This design comes from an exercise in tuning for a short achievable clock period and few clock cycles on the open sky130 flow, not from production work.
In this exercise RTL edits were held to simulation tests only and were not proved equivalent to the original.
No activity file was given, so power comes from the tool's default toggle rates.

Setup of the reference run:
Design arm_cpu, start of the top module:
module arm_cpu(
	input wire clk,
	input wire reset,
	output wire [31:0] PC,
	input wire [31:0] Instr,
	output wire MemWrite,
	output wire [31:0] DataAdr,
	output wire [31:0] WriteData,
	input wire [31:0] ReadData
    );
Settings: LEC_CHECK=0, CAP_MARGIN=20, CORE_MARGIN=2, CORE_UTILIZATION=35, SLEW_MARGIN=20; clock period 11.0 ns.
standard.sh (not shown) runs the stock make flow with config.mk's settings and CLKGATE_MAP_FILE= SYNTH_SCRIPT=/design/flow/synth_recipe.tcl, a recipe that flattens the netlist after the stock synthesis.
==> flow/flow/run.sh <==
#!/bin/bash
# The standard layout, with:
#  - a tighter setup-repair margin (the repair keeps improving paths until their
#    slack at the design's period reaches the margin, or it runs out of moves)
#  - port buffers as plain buf_4 cells, and sizing not limited to same-footprint cells
export SETUP_SLACK_MARGIN=8
export BUFFER_PORTS_ARGS="-buffer_cell sky130_fd_sc_hd__buf_4"
bash standard.sh MATCH_CELL_FOOTPRINT=0 finish > standard.log 2>&1
The reference run ran to completion and came out clean on the timing, DRC and antenna checks.
Testbench counts of the reference run, summed over its fixed seeds: cycles 12,188.
Input-level comparison between the trial run and the reference run:
# the reference run
export LEC_CHECK = 0
export CAP_MARGIN = 20
export CORE_MARGIN = 2
export CORE_UTILIZATION = 35
export SLEW_MARGIN = 20
create_clock -name core_clock -period 11.0 [get_ports {clk}]
# the trial run
export LEC_CHECK = 0
export CAP_MARGIN = 20
export CORE_MARGIN = 2
export CORE_UTILIZATION = 30
export CTS_CLUSTER_DIAMETER = 40
export CTS_CLUSTER_SIZE = 10
export SLEW_MARGIN = 20
create_clock -name core_clock -period 11.0 [get_ports {clk}]
[summary]
Total routing resource utilization after global routing ended up 3.6 points lower on the trial run than on the reference run. When the trial run is measured against the reference run, its fraction of layout instances using a drive strength above 1 turns out 0.16 points lower. Time the worst path needs with I/O delays and setup on the trial run is behind the reference run. In the metrics for the reference run and the trial run, the one carrying the higher average vias per placed instance is the reference run. Against the reference run, leakage component of the power in the trial run came out worse.

* * *

gamma:
Another version of the RTL of arm_cpu (not shown whole).
Size: roughly 6000 cells after synthesis, ~1800 flip-flops, ~80000 sq um of cells after synthesis.
Settings: LEC_CHECK=0, CAP_MARGIN=20, CORE_MARGIN=2, CORE_UTILIZATION=40, SLEW_MARGIN=20; clock period 11.0 ns.
Scripts as last shown in full above: flow/flow/run.sh
Testbench counts of gamma, summed over its fixed seeds: cycles 11,962.
--- input diff gamma..epsilon ---
Settings: swapping 40 for 55 in CORE_UTILIZATION.
--- outcome ---
From gamma to epsilon the numbers moved as follows: combinational group share of total power now larger, die width now smaller. Going from gamma to epsilon, wire length of the first global-routing pass went up about 1.4%; die area went down 55000 sq um; final design area excluding fillers held; fraction of final layout cells sized beyond drive strength 1 went up 1.1 points.

* * *

== v22 ==
arm_cpu with an RTL version that a note above also has.
Size: about 160 I/O pins, roughly 67000 um2 of cells after synthesis.
==> flow/config.mk <==
export PLATFORM = sky130hd
export DESIGN_NAME = arm_cpu
export DESIGN_NICKNAME = arm_cpu
export VERILOG_FILES = /design/flow/design.v
export SDC_FILE = /design/flow/constraint.sdc
export NUM_CORES = 4
export LEC_CHECK = 0
export CAP_MARGIN = 20
export CORE_MARGIN = 2
export CORE_UTILIZATION = 22
export SLEW_MARGIN = 20
==> flow/constraint.sdc <==
create_clock -name core_clock -period 11.0 [get_ports {clk}]
set_input_delay 2.2000 -clock core_clock [delete_from_list [all_inputs] [get_ports {clk}]]
set_output_delay 2.2000 -clock core_clock [all_outputs]
set_load 0.01 [all_outputs]
Scripts as last shown in full above: flow/flow/run.sh
v22 ran to completion and came out clean on the timing, DRC and antenna checks.
Testbench counts of v22, summed over its fixed seeds: cycles 12,188.
Relative to v22, the following input files were edited for v6:
Settings: CORE_UTILIZATION now 40, was 22.
==> notes.md <==
Of v22 and v6, v6 shows the lower share of the clock period used by the worst path, with v22 above it.
In the tables for v22 and v6, number of DRC violations after detailed-routing iteration 0 reads lower with v22.
Final instance area on v6 is down relative to v22.
v6 has number of clock buffers in the layout above what v22 had.

## what the ideal ports hide
In the flow no input, the clock included, has a driving cell. The finished layouts below were timed again as built, in two steps. Step 1, drivers: a clkbuf_16 drives clk and a buf_2 each remaining input, both assumed. Step 2, shift: input delay + t, output delay - t, t = (earliest + latest rising clock arrival at the registers) / 2. This alone moves slack from input paths to output paths. a / b / c = no drivers / after step 1 / after step 2; a / b = the first two.
run	shift t [ns]	setup WS [ns]	worst setup path at the end	worst register clock-pin slew, ns	worst slew at a driven data input, ns
the reference run	0.901	7.475 / 7.386 / 7.197	input to register	0.07 / 0.07	0.22
the trial run	0.926	7.438 / 7.348 / 7.201	input to register	0.06 / 0.06	0.27
gamma	0.942	7.355 / 7.300 / 6.791	input to register	0.07 / 0.07	0.28
epsilon	0.901	6.777 / 6.777 / 6.777	register to register	0.07 / 0.07	0.23
v22	0.916	7.424 / 7.334 / 6.951	input to register	0.07 / 0.07	0.25
v6	0.907	7.446 / 7.355 / 6.944	input to register	0.08 / 0.08	0.22
After both steps setup and hold are still met in every run listed. The setup slack of gamma, which loses most, moves by -0.055 ns with the drivers and by -0.564 ns with both steps.
